Source: an optimization exercise on an open RTL-to-GDS flow (aim: small area). Production flows keep margins and buffers that such runs may drop.
Function was checked by simulation only, so behaviour that the tests miss may differ from the original.
Power figures rest on the tool's default switching activity, not on a simulated workload.

## flow/design.v (module list and top-level ports; edited modules follow where they fit)
// module cpu65xx: 3249 lines
module cpu65xx(clk, enable, reset, nmi_n, irq_n, so_n, din, dout, addr, we, debugOpcode, debugPc, debugA, debugX, debugY, debugS);
  // ...
==> flow/flow/run.sh <==
#!/bin/bash
# Standard ORFS layout (the standard.sh), with two changes:
#  - the port buffers are the smallest buffer (buf_1) instead of the
#    default choice;
#  - clock tree synthesis inserts no dummy loads.
set -euo pipefail
export BUFFER_PORTS_ARGS="-buffer_cell sky130_fd_sc_hd__buf_1"
export CTS_ARGS="-sink_clustering_enable -repair_clock_nets -dont_use_dummy_load"
bash standard.sh > standard.log 2>&1
==> flow/standard.sh <==
#!/bin/bash
# synth_recipe.tcl (not shown) runs the flow's synth.tcl, then flattens the netlist and writes it again
# the make line also repeats each setting of config.mk as NAME=value (left out here)
make -C /OpenROAD-flow-scripts/flow DESIGN_CONFIG=/design/flow/config.mk WORK_HOME=/design/flow/orfs CLKGATE_MAP_FILE= SYNTH_SCRIPT=/design/flow/synth_recipe.tcl "${@:-finish}"
==> flow/config.mk <==
export PLATFORM = sky130hd
export DESIGN_NAME = cpu65xx
export DESIGN_NICKNAME = cpu65xx
export VERILOG_FILES = /design/flow/design.v
export SDC_FILE = /design/flow/constraint.sdc
export NUM_CORES = 4
export LEC_CHECK = 0
export CAP_MARGIN = 20
export CORE_MARGIN = 2
export CORE_UTILIZATION = 40
export SLEW_MARGIN = 20
==> flow/constraint.sdc <==
create_clock -name core_clock -period 10.0 [get_ports {clk}]
set_input_delay 2.0000 -clock core_clock [delete_from_list [all_inputs] [get_ports {clk}]]
set_output_delay 2.0000 -clock core_clock [all_outputs]
set_load 0.01 [all_outputs]
==> results by group, run 1 <==
Outcome
  – Status: timing/DRC/antenna clean

Global route
  – First-pass GRT wire length: around 56,000 microns
  – GR Util All Layers: between 20% and 30%

Hold path
  – Worst min-delay path class: register to register
  – Worst hold start: V

Setup path
  – R2R Setup Slk: 520 ps
  – Max incr delay on CP: ~830 ps
  – Worst r2r src: debugOpcode[4]

Logic synthesis
  – Syn_nets: 1,194
  – Post-Synth Simple-Gate Area: about a fifth
  – Synth Instances: 1,111
  – Largest family of logic cells by synthesized area: compound AO/OA/AOI/OAI gates
  – Synth Area in XOR/XNOR: 2.41%

STA
  – Final Cycle Share: 94.8%
  – Slew Viols, Final: 0
  – # setup viols final: 0
  – Worst-Margin Slew: 1090 ps

Power and ir drop
  – Pint: 908 uW
  – PwrDens: 141 nW/um^2
  – P_clk: 311 uW
  – Biggest consumer: combinational logic

Placed design
  – Dpl ws: a little under 700 ps
  – IO buf count: 94
  – Placed Cells: 1,488

Finish
  – Design Area, Final: 10,700 sq um
  – Non-clk bufs: 130
  – Sequential Area: 2860 sq um
  – Multi-input combinational cell area: 6390 sq um
  – Fraction of area in multi-input gates: 59.6%
  – Non-clock inverters: 56

Die
  – Tap cells: between 300 and 400
  – Core area: between 20,000 and 25,000 sq um

Routing
  – Vias per cell: 6.49
  – Top Metal Used: met4

Clock network
  – Cts repair resizes: 0
  – Maximum clock insertion buffer count: 2

Job
  – Max cap viols: 0
==> run 2: changes to the inputs <==
--- a/flow/config.mk
+++ b/flow/config.mk
@@ -7,5 +7,5 @@
 export LEC_CHECK = 0
 export CAP_MARGIN = 20
 export CORE_MARGIN = 2
-export CORE_UTILIZATION = 40
+export CORE_UTILIZATION = 55
 export SLEW_MARGIN = 20
==> results by group, run 2 <==
STA
  – Setup_tns: 0 ps (unchanged)
  – Final Hold Viols: 0 (unchanged)
  – Worst Skew: 25.4 ps (was 28.6 ps)
  – Worst slew margin: 20.1% (was 27.3%)
  – Post-layout min period: 9500 ps (was 9480 ps)
  – Final Cycle Share: 95.0% (was 94.8%)
  – Worst-Margin Slew: 1200 ps (was 1090 ps)
  – RSZ-0062 raised after global routing: false (unchanged)
  – Slew Viols, Final: 0 (unchanged)
  – Fin worst setup slack: 499 ps (was 517 ps)
  – # setup viols final: 0 (unchanged)
  – Fmax achieved: 105 MHz (about the same)

Setup path
  – Slowest cell on the critical path: edfxtp_1 (unchanged)
  – Cell mode on critical path: fa_1 (unchanged)
  – Max incr delay on CP: 950 ps (was 830 ps)
  – WP data required: 10,290 ps (was 10,070 ps)
  – CP Max Fanout: 28 (was 24)
  – Arr. time, crit path: 9790 ps (was 9560 ps)
  – CP endpoint kind: register (unchanged)
  – CP Launch Type: register (unchanged)
  – Critical path class: register to register (unchanged)

Placed design
  – IO buf count: 94 (unchanged)
  – Placer Congestion: 1.01 (was 0.985)
  – Dpl cell area: 10,300 sq um (was 10,500 sq um)
  – Dpl ws: 681 ps (was 676 ps)
  – HPWL Detailed: 28,100 microns (was 29,100 microns)
  – Placed Cells: 1,385 (was 1,488)

Logic synthesis
  – Synth Area per Inst: 8.83 sq um (unchanged)
  – Synth cell types: 100 (unchanged)
  – Top cell type's share of synthesized area: 27.6% (unchanged)
  – Async S/R FF share, synth: 0% (unchanged)
  – Synthesized area: 9810 sq um (unchanged)
  – Largest cells by area after synthesis: edfxtp_1, fa_1, ha_1, a21oi_1, nand2_1 (unchanged)
  – Sequential area share after synthesis: 29.2% (unchanged)
  – Ys Warns: 1 (unchanged)
  – Post-synth top cells: nand2_1, edfxtp_1, nor2_1 (unchanged)
  – Cell with the most instances after synthesis: nand2_1 (unchanged)
  – Ys flop type: edfxtp_1 (unchanged)
  – Syn_nets: 1,194 (unchanged)
  – Post-synth EDFFs: 90 (unchanged)
  – Area leader, netlist: edfxtp_1 (unchanged)
  – Synth Register Bits: 98 (unchanged)
  – Synth Instances: 1,111 (unchanged)

Power and ir drop
  – VDD IR max: 0.110 mV (was 0.107 mV)
  – Pleak: 0.00384 uW (was 0.00386 uW)
  – PwrDens: 143 nW/um^2 (was 141 nW/um^2)

Job
  – Max cap viols: 0 (unchanged)

Finish
  – Most frequent cells in the layout: nand2_1, buf_1, edfxtp_1 (unchanged)
  – Layout cell share with drive strength beyond 1: 8.64% (was 8.94%)
  – Largest registers: addr: 16 flops, debugPc: 16 flops (unchanged)
  – Antenna Cells: 0 (unchanged)
  – NumNets Final: 1,254 (was 1,259)
  – P&R area growth vs syn: 7.65% (was 9.22%)
  – Design Area, Final: 10,600 sq um (was 10,700 sq um)
  – Final cell count without fillers: 1,394 (was 1,498)
  – Commonest non-fill, non-tap cell in the layout: nand2_1 (unchanged)

Routing
  – DRC Markers: 0 (unchanged)
  – Vias: 9,923 (was 9,729)
  – Antenna Nets Post-Route: 0 (unchanged)
  – Pre-antenna DRT Iters: 6 (was 5)
  – Vias per cell: 7.12 (was 6.49)
  – WL/cell: 26.5 microns (was 25.1 microns)
  – Initial DRC Count: 1,606 (was 1,318)
  – Final wirelength: 36,900 microns (was 37,600 microns)

Hold path
  – Worst min-delay path class: register to register (unchanged)

Global route
  – Gr ovfl total: 0 (unchanged)
  – First-pass GRT wire length: 55,000 microns (was 56,200 microns)
  – GR Util All Layers: 39.5% (was 28.4%)
  – Vias in the first global route: 9,002 (was 9,003)
  – Pin count of the biggest net entering global routing: 37 (unchanged)
  – Initial antenna violation count: 0 (unchanged)

Clock network
  – Hold_buf cts: 0 (unchanged)
  – Num CTS Buffers: 9 (unchanged)
  – TritonCTS clock tree: yes (unchanged)
  – Worst-Skew Late Latency: 360 ps (was 370 ps)
  – Clock root cell: clkbuf_16 (unchanged)
  – Clock-pin slew on the worst setup and hold paths: 70 ps (was 80 ps)
  – Post-CTS setup buffers: 0 (unchanged)
  – Maximum clock insertion buffer count: 2 (unchanged)
  – # clock sinks: 98 (unchanged)
  – Cts repair resizes: 0 (unchanged)
  – CTS H-Tree Depth: 3 (unchanged)

Die
  – Ports: 95 (unchanged)
  – Chip height: 138 microns (was 161 microns)
  – Initial core utilization: 56.5% (was 40.6%)
  – Core area: 17,400 sq um (was 24,200 sq um)
  – Rows: 48 (was 57)
  – Die ar.: 18,900 sq um (was 25,800 sq um)
  – Die Wd: 138 microns (was 161 microns)

Outcome
  – Status: timing/DRC/antenna clean (unchanged)
-- run 2: critical path: cells and delay by family, from the launching register on --
family                   cells  cell delay [ps]
AND/OR/NAND/NOR              7             1960
buffers and inverters        4              270
XOR/XNOR                     2              570
flip-flops                   1              950
AO/OA/AOI/OAI               11             2350
adder cells (fa/ha/maj)      8             2940
multiplexers                 2              400
-- run 2: area by class of cell --
cell class	count	area [sq um]
inverters	56	210
well taps	225	282
repair buffers	125	586
fillers	1585	6800
flip-flops and latches	98	2860
clock buffers	9	225
multi-input cells	881	6390
-- run 2: path summary, 6_finish.rpt --
check | slack (ps) | cells past startpoint | to | from
worst max-delay path | 500 | 34 | debugS[7] | debugOpcode[4]
worst min-delay path | 500 | 0 | irqActive | processIrq
worst max register to register | 500 | 34 | debugS[7] | debugOpcode[4]
worst min register to register | 500 | 0 | irqActive | processIrq
-- run 2: routing by layer --
metal / routed length [microns] / track usage [%] / vias to the layer above
li1: - / - / 4324
met1: 15100 / 56.6 / 4748
met2: 15800 / 56.7 / 757
met3: 4590 / 11.1 / 94
met4: 1390 / 14.6 / 0
met5: 0 / 0 / -
-- run 2: through the flow --
step / power (uW) / utilization [%] / hold WS (ps)
floorplan: 987 / - / 426
global placement: 1180 / 59.5 / 455
detailed placement: 1180 / 59.5 / 479
CTS: 1490 / 60.8 / 489
global route: 1580 / 60.8 / 499
finish: 1510 / 60.8 / 500
-- run 2: cell families (layout without fill, tap and decap cells) --
logic type | count (synthesis) | in the layout | share of synthesized area (%)
multiplexers | 28 | 28 | 3.23
flip-flops | 98 | 98 | 29.2
XOR/XNOR | 27 | 27 | 2.41
adder cells (fa/ha/maj) | 69 | 69 | 11.0
AND/OR/NAND/NOR | 389 | 389 | 21.2
buffers and inverters | 132 | 190 | 5.74
AO/OA/AOI/OAI | 368 | 368 | 27.2
-- run 2: where the power goes --
group / switching, uW / internal, uW
combinational: 392 / 233
sequential: 60.6 / 512
clock: 153 / 159
==> run 3: changes to the inputs <==
--- a/flow/config.mk
+++ b/flow/config.mk
@@ -7,5 +7,5 @@
 export LEC_CHECK = 0
 export CAP_MARGIN = 20
 export CORE_MARGIN = 2
-export CORE_UTILIZATION = 55
+export CORE_UTILIZATION = 65
 export SLEW_MARGIN = 20
==> results by group, run 3 <==
Outcome
  – Status: timing/DRC/antenna clean (unchanged)

Finish
  – NumNets Final: 1,253 (was 1,254)
  – Antenna Cells: 0 (unchanged)
  – Commonest non-fill, non-tap cell in the layout: nand2_1 (unchanged)
  – Design Area, Final: 10,500 sq um (was 10,600 sq um)
  – Layout cell share with drive strength beyond 1: 8.48% (was 8.64%)
  – Multi-input combinational cell area: 6390 sq um (about the same)
  – Largest registers: addr: 16 flops, debugPc: 16 flops (unchanged)
  – Most frequent cells in the layout: nand2_1, buf_1, edfxtp_1 (unchanged)
  – P&R area growth vs syn: 7.00% (was 7.65%)
  – Sequential Area: 2860 sq um (unchanged)
  – Fillers: 1,152 (was 1,585)

Routing
  – Vias per cell: 7.49 (was 7.12)
  – Antenna Nets Post-Route: 0 (unchanged)
  – Initial DRC Count: 2,000 (was 1,606)
  – WL/cell: 26.6 microns (was 26.5 microns)
  – Vias: 10,100 (was 9,923)
  – Final wirelength: 36,000 microns (was 36,900 microns)
  – DRC Markers: 0 (unchanged)
  – Pre-antenna DRT Iters: 7 (was 6)

Die
  – Chip height: 127 microns (was 138 microns)
  – Core area: 14,600 sq um (was 17,400 sq um)
  – Rows: 44 (was 48)
  – Die Wd: 127 microns (was 138 microns)
  – Initial core utilization: 67.0% (was 56.5%)
  – Die ar.: 16,100 sq um (was 18,900 sq um)
  – Ports: 95 (unchanged)

Logic synthesis
  – Ys flop type: edfxtp_1 (unchanged)
  – Sequential area share after synthesis: 29.2% (unchanged)
  – Largest cells by area after synthesis: edfxtp_1, fa_1, ha_1, a21oi_1, nand2_1 (unchanged)
  – Syn_nets: 1,194 (unchanged)
  – Synth Register Bits: 98 (unchanged)
  – Synth Area per Inst: 8.83 sq um (unchanged)
  – Top cell type's share of synthesized area: 27.6% (unchanged)
  – Synth cell types: 100 (unchanged)
  – Ys Warns: 1 (unchanged)
  – Synthesized area: 9810 sq um (unchanged)
  – Post-synth top cells: nand2_1, edfxtp_1, nor2_1 (unchanged)
  – Async S/R FF share, synth: 0% (unchanged)
  – Synth Instances: 1,111 (unchanged)
  – Area leader, netlist: edfxtp_1 (unchanged)
  – Post-synth EDFFs: 90 (unchanged)
  – Cell with the most instances after synthesis: nand2_1 (unchanged)

Clock network
  – Clock-pin slew on the worst setup and hold paths: 80 ps (was 70 ps)
  – # clock sinks: 98 (unchanged)
  – Worst-Skew Late Latency: 360 ps (about the same)
  – Post-CTS setup buffers: 0 (unchanged)
  – CTS H-Tree Depth: 3 (unchanged)
  – Hold_buf cts: 0 (unchanged)
  – Num CTS Buffers: 9 (unchanged)
  – TritonCTS clock tree: yes (unchanged)
  – Cts repair resizes: 0 (unchanged)
  – Maximum clock insertion buffer count: 2 (unchanged)
  – Clock root cell: clkbuf_16 (unchanged)

Power and ir drop
  – VDD IR max: 0.100 mV (was 0.110 mV)
  – PwrDens: 144 nW/um^2 (was 143 nW/um^2)
  – Pleak: 0.00383 uW (was 0.00384 uW)

Placed design
  – Dpl cell area: 10,300 sq um (about the same)
  – Placer Congestion: 1.00 (was 1.01)
  – IO buf count: 94 (unchanged)
  – HPWL Detailed: 27,100 microns (was 28,100 microns)

Setup path
  – Critical path class: register to register (unchanged)
  – Max incr delay on CP: 630 ps (was 950 ps)
  – Cell mode on critical path: fa_1 (unchanged)
  – CP endpoint kind: register (unchanged)
  – Slowest cell on the critical path: edfxtp_1 (unchanged)
  – WP data required: 10,090 ps (was 10,290 ps)
  – CP Launch Type: register (unchanged)
  – CP Max Fanout: 21 (was 28)
  – Arr. time, crit path: 9560 ps (was 9790 ps)

STA
  – Slew Viols, Final: 0 (unchanged)
  – # setup viols final: 0 (unchanged)
  – Worst slew margin: 19.0% (was 20.1%)
  – Post-layout min period: 9460 ps (was 9500 ps)
  – Worst Skew: 20.9 ps (was 25.4 ps)
  – RSZ-0062 raised after global routing: false (unchanged)
  – Worst-Margin Slew: 1210 ps (was 1200 ps)
  – Final Hold Viols: 0 (unchanged)
  – Final Cycle Share: 94.6% (was 95.0%)
  – Fmax achieved: 106 MHz (was 105 MHz)
  – Setup_tns: 0 ps (unchanged)

Job
  – Max cap viols: 0 (unchanged)

Global route
  – Gr ovfl total: 0 (unchanged)
  – GR Util All Layers: 44.1% (was 39.5%)
  – Vias in the first global route: 9,284 (was 9,002)
  – Initial antenna violation count: 0 (unchanged)
  – Pin count of the biggest net entering global routing: 34 (was 37)
  – First-pass GRT wire length: 54,500 microns (was 55,000 microns)

Hold path
  – Worst min-delay path class: register to register (unchanged)
==> run 3: metrics by stage <==
| stage | worst slack, ps | std cells | hold WS (ps) | util [%] | power (uW) |
|---|---|---|---|---|---|
| floorplan | 1330 | 1111 | 426 | - | 987 |
| global placement | 892 | 1343 | 448 | 70.1 | 1170 |
| detailed placement | 734 | 1343 | 462 | 70.1 | 1180 |
| CTS | 668 | 1352 | 472 | 71.7 | 1490 |
| global route | 130 | 1352 | 487 | 71.7 | 1570 |
| finish | 535 | 1352 | 477 | 71.7 | 1510 |
==> run 3: worst max-delay path: cells and delay by family (launching register included) <==
kind / cells / cell delay (ps)
AO/OA/AOI/OAI: 7 / 1220
XOR/XNOR: 1 / 170
adder cells (fa/ha/maj): 14 / 5290
buffers and inverters: 5 / 850
flip-flops: 1 / 630
AND/OR/NAND/NOR: 4 / 1050
==> run 3: kinds of logic (layout without fill, tap and decap cells) <==
group           count (synthesis)  count (layout)  share of synthesized area (%)
simple gates                  389             389                           21.2
compound gates                368             368                           27.2
buf+inv                       132             189                           5.74
flops                          98              98                           29.2
fa+ha+maj                      69              69                           11.0
mux                            28              28                           3.23
xor+xnor                       27              27                           2.41
==> run 3: layer usage <==
| layer | vias to the layer above | share of wire, % | GRT usage, % |
|---|---|---|---|
| met2 | 929 | 42 | 64.2 |
| met4 | 0 | 5.3 | 19.1 |
| met5 | - | 0 | 0 |
| li1 | 4324 | - | - |
| met1 | 4726 | 38 | 62.2 |
| met3 | 144 | 15 | 11.6 |
==> run 3: path summary, 6_finish.rpt <==
kind	end	slack [ps]	start	depth (start not counted)
max	addr[15]	540	debugOpcode[2]	31
min	Vprev	480	V	0
max reg2reg	addr[15]	540	debugOpcode[2]	31
min reg2reg	Vprev	480	V	0
==> run 3: power breakdown <==
group | switching, uW | total [uW] | internal [uW]
clock | 152 | 312 | 159
combinational | 397 | 633 | 236
sequential | 57.6 | 570 | 512
==> run 3: final cells by class <==
type / instances / share of cell area, %
multi-input cells: 881 / 60.9
flip-flops and latches: 98 / 27.3
repair buffers: 124 / 5.51
well taps: 184 / 2.19
clock buffers: 9 / 2.15
inverters: 56 / 2.00
==> run 4: changes to the inputs <==
--- a/flow/config.mk
+++ b/flow/config.mk
@@ -5,6 +5,7 @@
 export SDC_FILE = /design/flow/constraint.sdc
 export NUM_CORES = 4
 export LEC_CHECK = 0
+export ABC_AREA = 1
 export CAP_MARGIN = 20
 export CORE_MARGIN = 2
 export CORE_UTILIZATION = 65
==> results by group, run 4 <==
Logic synthesis
  – Async S/R FF share, synth: 0% (unchanged)
  – Synthesized area: 9480 sq um (was 9810 sq um)
  – Ys flop type: edfxtp_1 (unchanged)
  – Synth Area per Inst: 7.47 sq um (was 8.83 sq um)
  – Largest cells by area after synthesis: edfxtp_1, nand2_1, inv_1, fa_1, nor2_1 (was edfxtp_1, fa_1, ha_1, a21oi_1, nand2_1)
  – Synth cell types: 61 (was 100)
  – Synth Instances: 1,269 (was 1,111)
  – Syn_nets: 1,352 (was 1,194)
  – Top cell type's share of synthesized area: 28.5% (was 27.6%)
  – Area leader, netlist: edfxtp_1 (unchanged)
  – Ys Warns: 1 (unchanged)
  – Synth Register Bits: 98 (unchanged)
  – Sequential area share after synthesis: 30.2% (was 29.2%)
  – Post-synth top cells: nand2_1, inv_1, nor2_1 (was nand2_1, edfxtp_1, nor2_1)
  – Post-synth EDFFs: 90 (unchanged)
  – Cell with the most instances after synthesis: nand2_1 (unchanged)

Die
  – Die ar.: 15,600 sq um (was 16,100 sq um)
  – Ports: 95 (unchanged)
  – Initial core utilization: 66.0% (was 67.0%)
  – Die Wd: 125 microns (was 127 microns)
  – Rows: 44 (unchanged)
  – Chip height: 125 microns (was 127 microns)
  – Core area: 14,400 sq um (was 14,600 sq um)

Clock network
  – TritonCTS clock tree: yes (unchanged)
  – CTS H-Tree Depth: 3 (unchanged)
  – Hold_buf cts: 0 (unchanged)
  – Worst-Skew Late Latency: 370 ps (was 360 ps)
  – Clock root cell: clkbuf_16 (unchanged)
  – Clock-pin slew on the worst setup and hold paths: 60 ps (was 80 ps)
  – # clock sinks: 98 (unchanged)
  – Post-CTS setup buffers: 0 (unchanged)
  – Num CTS Buffers: 9 (unchanged)
  – Cts repair resizes: 0 (unchanged)
  – Maximum clock insertion buffer count: 2 (unchanged)

Global route
  – GR Util All Layers: 43.0% (was 44.1%)
  – Pin count of the biggest net entering global routing: 20 (was 34)
  – First-pass GRT wire length: 51,700 microns (was 54,500 microns)
  – Vias in the first global route: 9,324 (was 9,284)
  – Gr ovfl total: 0 (unchanged)
  – Initial antenna violation count: 0 (unchanged)

STA
  – Worst slew margin: 23.8% (was 19.0%)
  – Fmax achieved: 111 MHz (was 106 MHz)
  – Setup_tns: 0 ps (unchanged)
  – Worst-Margin Slew: 1140 ps (was 1210 ps)
  – Slew Viols, Final: 0 (unchanged)
  – Worst Skew: 22.7 ps (was 20.9 ps)
  – Final Cycle Share: 90.1% (was 94.6%)
  – Final Hold Viols: 0 (unchanged)
  – Post-layout min period: 9010 ps (was 9460 ps)
  – # setup viols final: 0 (unchanged)
  – RSZ-0062 raised after global routing: false (unchanged)

Power and ir drop
  – Gate power share: 40.4% (was 41.8%)
  – Switching component of the power: 608 uW (was 607 uW)
  – Power share of the clock group: 21.6% (was 20.6%)
  – PwrDens: 144 nW/um^2 (about the same)
  – Pleak: 0.00448 uW (was 0.00383 uW)
  – Pint: 865 uW (was 907 uW)
  – VDD IR max: 0.121 mV (was 0.100 mV)
  – Power share of the sequential group: 38.1% (was 37.6%)
  – Sw Share: 41.3% (was 40.1%)

Finish
  – Antenna Cells: 0 (unchanged)
  – Largest registers: addr: 16 flops, debugPc: 16 flops (unchanged)
  – Fillers: 1,217 (was 1,152)
  – P&R area growth vs syn: 7.88% (was 7.00%)
  – Layout cell share with drive strength beyond 1: 9.71% (was 8.48%)
  – Most frequent cells in the layout: nand2_1, inv_1, nor2_1 (was nand2_1, buf_1, edfxtp_1)
  – NumNets Final: 1,445 (was 1,253)
  – Design Area, Final: 10,200 sq um (was 10,500 sq um)
  – Commonest non-fill, non-tap cell in the layout: nand2_1 (unchanged)
  – Post-Route Utilization: 71.2% (was 71.7%)
  – Final cell count without fillers: 1,544 (was 1,352)

Hold path
  – WHS Endpoint: Vprev (unchanged)
  – Worst min-delay path class: register to register (unchanged)
  – Hold Crit Depth: 0 (unchanged)
  – Worst hold start: V (unchanged)

Setup path
  – CP Max Fanout: 13 (was 21)
  – Reg2reg end: debugPc[15] (was addr[15])
  – Arr. time, crit path: 7010 ps (was 9560 ps)
  – WP data required: 8000 ps (was 10,090 ps)
  – Worst r2r src: debugOpcode[6] (was debugOpcode[2])
  – Critical path class: register to primary output (was register to register)
  – Reg2reg path depth: 35 (was 31)
  – CP endpoint kind: primary output (was register)
  – R2R Setup Slk: 1090 ps (was 540 ps)
  – CP Launch Type: register (unchanged)

Placed design
  – HPWL Detailed: 26,500 microns (was 27,100 microns)
  – Placer Congestion: 1.02 (was 1.00)
  – Placed Cells: 1,535 (was 1,343)
  – Dpl cell area: 10000 sq um (was 10,300 sq um)
  – IO buf count: 94 (unchanged)

Routing
  – Vias per cell: 6.53 (was 7.49)
  – Final wirelength: 33,700 microns (was 36,000 microns)
  – Antenna Nets Post-Route: 0 (unchanged)
  – DRC Markers: 0 (unchanged)
  – Vias: 10,100 (about the same)
  – WL/cell: 21.8 microns (was 26.6 microns)
  – Initial DRC Count: 2,042 (was 2,000)
  – Pre-antenna DRT Iters: 7 (unchanged)

Job
  – Max cap viols: 0 (unchanged)

Outcome
  – Status: timing/DRC/antenna clean (unchanged)
==> run 4: cell count changes in the layout (fill, tap and decap cells not counted), sizes merged, moves of 10 or more <==
| cell | change |
|---|---|
| nand2 | +223 |
| nand2b | -23 |
| a21oi | -10 |
| nor2 | +77 |
| xnor2 | -12 |
| nand4 | +15 |
| nor2b | -26 |
| a21o | -20 |
| o2111ai | +12 |
| and2 | -11 |
| nand3 | +42 |
| buf | -24 |
| nor3 | -10 |
| inv | +145 |
==> run 4: routing by layer <==
metal / GRT usage, % / vias up / part of all wire [%]
met3: 10.9 / 172 / 14
met2: 62.5 / 874 / 42
li1: - / 4458 / -
met5: 0 / - / 0
met1: 60.1 / 4581 / 38
met4: 21.0 / 0 / 5.9
==> run 4: worst max-delay path by stage <==
stage / startpoint / slack [ps] / end
after CTS: debugOpcode[6] / 1150 / dout[7]
after global routing: debugOpcode[6] / 610 / debugPc[15]
final: debugOpcode[6] / 990 / dout[7]
after detailed placement: debugOpcode[6] / 1240 / debugPc[15]
after global placement: debugOpcode[6] / 1500 / debugPc[15]
after floorplan: debugOpcode[4] / 2290 / addr[15]
==> run 4: cells by family (layout without fill, tap and decap cells) <==
kind of cell               after synthesis  in the layout  synth area share (%)
adders and majority gates               69             69                  11.4
and+or+nand+nor                        624            624                  30.4
buffers and inverters                  220            311                  9.29
AOI/OAI and AO/OA                      229            229                  15.7
muxes                                   10             10                  1.19
xor gates and xnor gates                19             19                  1.76
DFF                                     98             98                  30.2
==> run 4: cell type report <==
cell class | count | area, sq um | share of cell area, %
multi-input combinational | 951 | 5740 | 56.2
inverter | 202 | 763 | 7.47
timing repair buffer | 100 | 398 | 3.89
tap | 184 | 230 | 2.25
clock buffer | 9 | 225 | 2.20
sequential | 98 | 2860 | 28.0
==> run 4: power groups by stage <==
stage	Combinational (uW)	Clock, uW	Sequential (uW)
6_report	594	318	561
5_1_grt	649	327	564
4_1_cts	575	310	558
3_5_place_dp	569	0	567
3_3_place_gp	555	0	566
2_1_floorplan	398	0	557
==> run 4: metrics by stage <==
stage | hold slack [ps] | power [uW] | worst slack [ps]
after detailed placement | 499 | 1140 | 1240
final | 504 | 1470 | 993
after floorplan | 454 | 956 | 2290
after global routing | 517 | 1540 | 613
after CTS | 508 | 1440 | 1150
after global placement | 497 | 1120 | 1500
==> run 4: critical path, stage by stage, from the launching register on <==
cell and delay [ps]:
edfxtp_1 560, inv_1 430, nand2_1 300, nor3_4 260, nor2_4 90, nand2_4 110
o221ai_1 120, ha_1 220, fa_1 380, fa_1 390, fa_1 390, fa_1 390
fa_1 410, fa_1 440, inv_1 90, fa_1 280, ha_1 210, ha_1 170
ha_1 150, ha_1 170, ha_1 160, ha_1 150, ha_1 150, xor2_1 210
o211ai_1 110, o2111ai_1 130, buf_1 180
==> run 5: changes to the inputs <==
--- a/flow/config.mk
+++ b/flow/config.mk
@@ -8,5 +8,5 @@
 export ABC_AREA = 1
 export CAP_MARGIN = 20
 export CORE_MARGIN = 2
-export CORE_UTILIZATION = 65
+export CORE_UTILIZATION = 55
 export SLEW_MARGIN = 20
==> results by group, run 5 <==
Outcome
  – Status: timing/DRC/antenna clean (unchanged)

Placed design
  – HPWL Detailed: 28,100 microns (was 26,500 microns)
  – Placer Congestion: 1.02 (about the same)
  – Placed Cells: 1,573 (was 1,535)
  – Dpl ws: 1320 ps (was 1240 ps)
  – Dpl cell area: 10,100 sq um (was 10000 sq um)
  – IO buf count: 94 (unchanged)

Setup path
  – CP endpoint kind: primary output (unchanged)
  – Cell mode on critical path: ha_1 (unchanged)
  – Worst setup startpoint: debugOpcode[6] (unchanged)
  – Worst r2r src: debugOpcode[6] (unchanged)
  – WP data required: 8000 ps (about the same)
  – Setup crit end: dout[7] (unchanged)
  – CP Max Fanout: 13 (unchanged)
  – Reg2reg end: debugPc[15] (unchanged)
  – R2R Setup Slk: 1220 ps (was 1090 ps)
  – Slowest cell on the critical path: edfxtp_1 (unchanged)
  – Critical path class: register to primary output (unchanged)
  – Reg2reg path depth: 35 (unchanged)
  – Arr. time, crit path: 6850 ps (was 7010 ps)
  – CP Launch Type: register (unchanged)
  – Max incr delay on CP: 600 ps (was 560 ps)

Clock network
  – CTS H-Tree Depth: 3 (unchanged)
  – TritonCTS clock tree: yes (unchanged)
  – Clock-pin slew on the worst setup and hold paths: 70 ps (was 60 ps)
  – # clock sinks: 98 (unchanged)
  – Worst-Skew Late Latency: 370 ps (about the same)
  – Maximum clock insertion buffer count: 2 (unchanged)
  – Num CTS Buffers: 9 (unchanged)
  – Cts repair resizes: 0 (unchanged)
  – Hold_buf cts: 0 (unchanged)
  – Clock root cell: clkbuf_16 (unchanged)
  – Post-CTS setup buffers: 0 (unchanged)

Finish
  – Commonest non-fill, non-tap cell in the layout: nand2_1 (unchanged)
  – P&R area growth vs syn: 8.53% (was 7.88%)
  – Antenna Cells: 0 (unchanged)
  – Final cell count without fillers: 1,583 (was 1,544)
  – NumNets Final: 1,448 (was 1,445)
  – Largest registers: addr: 16 flops, debugPc: 16 flops (unchanged)
  – Most frequent cells in the layout: nand2_1, inv_1, nor2_1 (unchanged)
  – Fillers: 1,583 (was 1,217)
  – Layout cell share with drive strength beyond 1: 9.83% (was 9.71%)
  – Design Area, Final: 10,300 sq um (was 10,200 sq um)

Logic synthesis
  – Ys Warns: 1 (unchanged)
  – Post-synth top cells: nand2_1, inv_1, nor2_1 (unchanged)
  – Synth cell types: 61 (unchanged)
  – Synth Register Bits: 98 (unchanged)
  – Post-synth EDFFs: 90 (unchanged)
  – Synthesized area: 9480 sq um (unchanged)
  – Cell with the most instances after synthesis: nand2_1 (unchanged)
  – Synth Area per Inst: 7.47 sq um (unchanged)
  – Largest cells by area after synthesis: edfxtp_1, nand2_1, inv_1, fa_1, nor2_1 (unchanged)
  – Synth Instances: 1,269 (unchanged)
  – Top cell type's share of synthesized area: 28.5% (unchanged)
  – Area leader, netlist: edfxtp_1 (unchanged)
  – Syn_nets: 1,352 (unchanged)
  – Sequential area share after synthesis: 30.2% (unchanged)
  – Ys flop type: edfxtp_1 (unchanged)
  – Async S/R FF share, synth: 0% (unchanged)

Global route
  – Initial antenna violation count: 0 (unchanged)
  – Gr ovfl total: 0 (unchanged)
  – First-pass GRT wire length: 53,900 microns (was 51,700 microns)
  – Vias in the first global route: 9,172 (was 9,324)
  – GR Util All Layers: 38.9% (was 43.0%)
  – Pin count of the biggest net entering global routing: 20 (unchanged)

STA
  – Slew Viols, Final: 0 (unchanged)
  – Setup_tns: 0 ps (unchanged)
  – WHS: 525 ps (was 504 ps)
  – Fin worst setup slack: 1150 ps (was 993 ps)
  – RSZ-0062 raised after global routing: false (unchanged)
  – Final Hold Viols: 0 (unchanged)
  – Worst Skew: 24.6 ps (was 22.7 ps)
  – Worst slew margin: 32.3% (was 23.8%)
  – Post-layout min period: 8850 ps (was 9010 ps)
  – # setup viols final: 0 (unchanged)
  – Worst-Margin Slew: 1010 ps (was 1140 ps)
  – Fmax achieved: 113 MHz (was 111 MHz)
  – Final Cycle Share: 88.5% (was 90.1%)

Power and ir drop
  – PwrDens: 142 nW/um^2 (was 144 nW/um^2)
  – Pleak: 0.00449 uW (was 0.00448 uW)
  – VDD IR max: 0.0960 mV (was 0.121 mV)

Routing
  – WL/cell: 22.1 microns (was 21.8 microns)
  – Initial DRC Count: 1,707 (was 2,042)
  – Vias per cell: 6.31 (was 6.53)
  – DRC Markers: 0 (unchanged)
  – Antenna Nets Post-Route: 0 (unchanged)
  – Vias: 9,986 (was 10,100)
  – Final wirelength: 35,000 microns (was 33,700 microns)
  – Pre-antenna DRT Iters: 8 (was 7)

Die
  – Initial core utilization: 56.7% (was 66.0%)
  – Core area: 16,700 sq um (was 14,400 sq um)
  – Die ar.: 18,300 sq um (was 15,600 sq um)
  – Die Wd: 135 microns (was 125 microns)
  – Rows: 47 (was 44)
  – Chip height: 135 microns (was 125 microns)
  – Ports: 95 (unchanged)

Job
  – Max cap viols: 0 (unchanged)

Hold path
  – Worst min-delay path class: register to register (unchanged)
run 5: cell count changes in the layout (fill, tap and decap cells not counted), sizes merged:
cell	delta
clkbuf	+1
buf	+2
run 5: metrics by stage:
stage	util, %	total power (uW)
floorplan	-	956
global placement	60.2	1140
detailed placement	60.2	1140
CTS	61.5	1440
global route	61.6	1530
finish	61.6	1470
run 5: critical path: cells and delay by family, from the launching register on:
family / cells / cell delay, ps
buffers and inverters: 4 / 550
AOI/OAI and AO/OA: 4 / 780
xor gates and xnor gates: 1 / 170
DFF: 1 / 600
adders and majority gates: 15 / 4070
and+or+nand+nor: 2 / 300
run 5: worst min path at each step:
stage / startpoint / end / slack [ps] / cells after the start
detailed placement: theCpuCycle[2] / theCpuCycle[2] / 510 / 2
CTS: theCpuCycle[2] / theCpuCycle[2] / 530 / 2
global route: V / Vprev / 540 / 0
floorplan: V / Vprev / 450 / 0
global placement: V / Vprev / 490 / 0
finish: V / Vprev / 530 / 0
run 5: kinds of logic after synthesis:
logic type      synth area share, %
xor+xnor                       1.76
mux                            1.19
fa+ha+maj                      11.4
compound gates                 15.7
buf+inv                        9.29
simple gates                   30.4
flops                          30.2
run 5: layout make-up:
cell class	instances	area, sq um	area share (%)
clock buffers	9	225	2.19
inverters	202	763	7.42
multi-input cells	951	5740	55.8
flip-flops and latches	98	2860	27.8
well taps	220	275	2.68
repair buffers	103	420	4.09
run 5: layer usage:
metal  vias up  share of wire, %  track usage, %
li1       4454                 -               -
met1      4633                41            56.3
met2       796                43            57.4
met3       103                12            8.68
met4         0               3.5            13.5
met5         -                 0               0
run 5: power by group:
part / total, uW / leakage [uW] / internal [uW] / switching, uW
clock: 313 / 0.000111 / 159 / 153
combinational: 590 / 0.00349 / 194 / 396
sequential: 562 / 0.000894 / 510 / 51.7
total: 1470 / 0.00449 / 864 / 601
==> run 6: changes to the inputs <==
==> flow/flow/run.sh (replaced) <==
#!/bin/bash
# Standard ORFS layout (the standard.sh), with two changes:
#  - the port buffers are the smallest buffer (buf_1) instead of the
#    default choice;
#  - clock tree synthesis uses clkbuf_8 and inserts no dummy loads.
set -euo pipefail
export BUFFER_PORTS_ARGS="-buffer_cell sky130_fd_sc_hd__buf_1"
export CTS_ARGS="-sink_clustering_enable -repair_clock_nets -dont_use_dummy_load -buf_list sky130_fd_sc_hd__clkbuf_8"
bash standard.sh > standard.log 2>&1
--- a/flow/config.mk
+++ b/flow/config.mk
@@ -8,5 +8,5 @@
 export ABC_AREA = 1
 export CAP_MARGIN = 20
 export CORE_MARGIN = 2
-export CORE_UTILIZATION = 55
+export CORE_UTILIZATION = 65
 export SLEW_MARGIN = 20
==> results by group, run 6 <==
Outcome
  – Status: timing/DRC/antenna clean (unchanged)

Clock network
  – Clock root cell: clkbuf_8 (was clkbuf_16)
  – Maximum clock insertion buffer count: 2 (unchanged)
  – Cts repair resizes: 0 (unchanged)
  – TritonCTS clock tree: yes (unchanged)
  – Hold_buf cts: 0 (unchanged)
  – # clock sinks: 98 (unchanged)
  – CTS H-Tree Depth: 3 (unchanged)
  – Worst-Skew Late Latency: 410 ps (was 370 ps)
  – Post-CTS setup buffers: 0 (unchanged)
  – Num CTS Buffers: 9 (unchanged)
  – Clock-pin slew on the worst setup and hold paths: 80 ps (was 70 ps)

Global route
  – Vias in the first global route: 9,264 (was 9,172)
  – Initial antenna violation count: 0 (unchanged)
  – First-pass GRT wire length: 51,500 microns (was 53,900 microns)
  – GR Util All Layers: 42.8% (was 38.9%)
  – Gr ovfl total: 0 (unchanged)
  – Pin count of the biggest net entering global routing: 20 (unchanged)

Logic synthesis
  – Top cell type's share of synthesized area: 28.5% (unchanged)
  – Sequential area share after synthesis: 30.2% (unchanged)
  – Area leader, netlist: edfxtp_1 (unchanged)
  – Synth Instances: 1,269 (unchanged)
  – Largest cells by area after synthesis: edfxtp_1, nand2_1, inv_1, fa_1, nor2_1 (unchanged)
  – Cell with the most instances after synthesis: nand2_1 (unchanged)
  – Synthesized area: 9480 sq um (unchanged)
  – Syn_nets: 1,352 (unchanged)
  – Post-synth top cells: nand2_1, inv_1, nor2_1 (unchanged)
  – Synth Area per Inst: 7.47 sq um (unchanged)
  – Ys flop type: edfxtp_1 (unchanged)
  – Async S/R FF share, synth: 0% (unchanged)
  – Synth cell types: 61 (unchanged)
  – Post-synth EDFFs: 90 (unchanged)
  – Synth Register Bits: 98 (unchanged)
  – Ys Warns: 1 (unchanged)

STA
  – Worst-Margin Slew: 1130 ps (was 1010 ps)
  – WHS: 513 ps (was 525 ps)
  – Fmax achieved: 111 MHz (was 113 MHz)
  – # setup viols final: 0 (unchanged)
  – Slew Viols, Final: 0 (unchanged)
  – Worst slew margin: 24.9% (was 32.3%)
  – Final Hold Viols: 0 (unchanged)
  – Post-layout min period: 9030 ps (was 8850 ps)
  – Setup_tns: 0 ps (unchanged)
  – RSZ-0062 raised after global routing: false (unchanged)
  – Final Cycle Share: 90.3% (was 88.5%)
  – Worst Skew: 34.8 ps (was 24.6 ps)

Power and ir drop
  – Pleak: 0.00443 uW (was 0.00449 uW)
  – Gate power share: 43.0% (was 40.3%)
  – Sw Share: 43.0% (was 41.0%)
  – Switching component of the power: 592 uW (was 601 uW)
  – PwrDens: 136 nW/um^2 (was 142 nW/um^2)
  – Power share of the sequential group: 40.6% (was 38.4%)
  – Pint: 786 uW (was 864 uW)
  – Power share of the clock group: 16.4% (was 21.3%)
  – VDD IR max: 0.117 mV (was 0.0960 mV)

Die
  – Chip height: 125 microns (was 135 microns)
  – Initial core utilization: 66.0% (was 56.7%)
  – Ports: 95 (unchanged)
  – Die ar.: 15,600 sq um (was 18,300 sq um)
  – Die Wd: 125 microns (was 135 microns)
  – Rows: 44 (was 47)
  – Core area: 14,400 sq um (was 16,700 sq um)

Setup path
  – Worst r2r src: debugOpcode[6] (unchanged)
  – CP Launch Type: register (unchanged)
  – R2R Setup Slk: 1130 ps (was 1220 ps)
  – WP data required: 8000 ps (about the same)
  – CP endpoint kind: primary output (unchanged)
  – Reg2reg end: debugPc[15] (unchanged)
  – Worst setup startpoint: debugOpcode[6] (unchanged)
  – Reg2reg path depth: 35 (unchanged)
  – Critical path class: register to primary output (unchanged)
  – CP Max Fanout: 13 (unchanged)
  – Arr. time, crit path: 7030 ps (was 6850 ps)
  – Setup crit end: dout[7] (unchanged)

Routing
  – Initial DRC Count: 1,911 (was 1,707)
  – Final wirelength: 33,400 microns (was 35,000 microns)
  – Antenna Nets Post-Route: 0 (unchanged)
  – WL/cell: 21.6 microns (was 22.1 microns)
  – Vias: 10,000 (was 9,986)
  – Vias per cell: 6.51 (was 6.31)
  – DRC Markers: 0 (unchanged)
  – Pre-antenna DRT Iters: 7 (was 8)

Placed design
  – HPWL Detailed: 26,500 microns (was 28,100 microns)
  – IO buf count: 94 (unchanged)
  – Placer Congestion: 1.02 (about the same)

Finish
  – Antenna Cells: 0 (unchanged)
  – Largest registers: addr: 16 flops, debugPc: 16 flops (unchanged)
  – P&R area growth vs syn: 6.81% (was 8.53%)
  – NumNets Final: 1,445 (was 1,448)
  – Most frequent cells in the layout: nand2_1, inv_1, nor2_1 (unchanged)
  – Layout cell share with drive strength beyond 1: 9.71% (was 9.83%)
  – Commonest non-fill, non-tap cell in the layout: nand2_1 (unchanged)

Hold path
  – Worst min-delay path class: register to register (unchanged)

Job
  – Max cap viols: 0 (unchanged)
-- run 6: cell counts after synthesis --
No cell type changed its count.
-- run 6: power by group through the flow --
| stage | logic (uW) | clock network, uW | registers, uW |
|---|---|---|---|
| 5_1_grt | 648 | 239 | 563 |
| 6_report | 592 | 226 | 560 |
| 2_1_floorplan | 398 | 0 | 557 |
| 3_5_place_dp | 569 | 0 | 567 |
| 4_1_cts | 573 | 224 | 558 |
| 3_3_place_gp | 555 | 0 | 566 |
-- run 6: per-layer routing --
metal  routed length (microns)  vias up  global-route usage, %
li1                          -     4462                      -
met4                      1810        0                   20.3
met3                      4380      150                   9.06
met1                     13200     4602                   60.3
met2                     14000      835                   63.1
met5                         0        -                      0
-- run 6: worst min path at each step --
stage / startpoint / to / slack [ps] / depth (start not counted)
3_5_place_dp: V / Vprev / 500 / 0
5_1_grt: V / Vprev / 520 / 0
4_1_cts: V / Vprev / 510 / 0
2_1_floorplan: V / Vprev / 450 / 0
3_3_place_gp: V / Vprev / 500 / 0
6_report: V / Vprev / 510 / 0
-- run 6: cell type report --
type	instances	area (sq um)
Multi-Input combinational cell	951	5740
Tap cell	184	230
Inverter	202	763
Sequential cell	98	2860
Fill cell	1239	4250
Timing Repair Buffer	100	398
Clock buffer	9	124
-- run 6: logic make-up (layout without fill, tap and decap cells) --
| kind of cell | after synthesis | after routing | share of synthesized area (%) |
|---|---|---|---|
| AO/OA/AOI/OAI | 229 | 229 | 15.7 |
| XOR/XNOR | 19 | 19 | 1.76 |
| adder cells (fa/ha/maj) | 69 | 69 | 11.4 |
| buffers and inverters | 220 | 311 | 9.29 |
| flip-flops | 98 | 98 | 30.2 |
| multiplexers | 10 | 10 | 1.19 |
| AND/OR/NAND/NOR | 624 | 624 | 30.4 |
-- run 6: metrics by stage --
step	setup WS, ps	std cells	util, %	total power [uW]	instance area [sq um]
2_1_floorplan	2290	1269	-	956	9480
5_1_grt	627	1544	70.4	1450	10100
3_3_place_gp	1500	1535	69.5	1120	9990
6_report	968	1544	70.4	1380	10100
4_1_cts	1100	1544	70.4	1350	10100
3_5_place_dp	1240	1535	69.6	1140	10000
-- run 6: critical path, cell delays in order (launching register included) --
cell	delay, ps
edfxtp_1	570
inv_1	430
nand2_1	300
nor3_4	260
nor2_4	90
nand2_4	100
o221ai_1	120
ha_1	220
fa_1	380
fa_1	390
fa_1	390
fa_1	390
fa_1	410
fa_1	440
inv_1	90
fa_1	270
ha_1	210
ha_1	170
ha_1	150
ha_1	170
ha_1	160
ha_1	150
ha_1	150
xor2_1	210
o211ai_1	110
o2111ai_1	130
buf_1	180

## what the ideal ports hide
How much do the figures lean on ideal ports? The routed layouts below were timed once more, with nothing changed but the port constraints. Step 1 assumes that a clkbuf_16 drives the clock port and a buf_2 every other input. Step 2 also shifts input and output timing later by t, the mid clock arrival at the registers, as if the neighbouring blocks saw the same clock. Slacks: ideal / step 1 / step 2; pairs: ideal / step 1.
| run | shift t [ns] | setup WS [ns] | worst data-port slew with drivers (ns) |
|---|---|---|---|
| run 1 | 0.398 | 0.517 / 0.516 / 0.516 | 0.03 |
| run 2 | 0.399 | 0.499 / 0.499 / 0.499 | 0.05 |
| run 3 | 0.400 | 0.535 / 0.535 / 0.535 | 0.04 |
| run 4 | 0.404 | 0.993 / 0.946 / 1.093 | 0.03 |
| run 5 | 0.405 | 1.154 / 1.107 / 1.217 | 0.03 |
| run 6 | 0.436 | 0.968 / 0.925 / 1.133 | 0.03 |
After both steps every run listed still meets setup and hold. For run 1, which loses most, drivers alone change the setup slack by -0.001 ns; drivers and shift together by -0.001 ns.
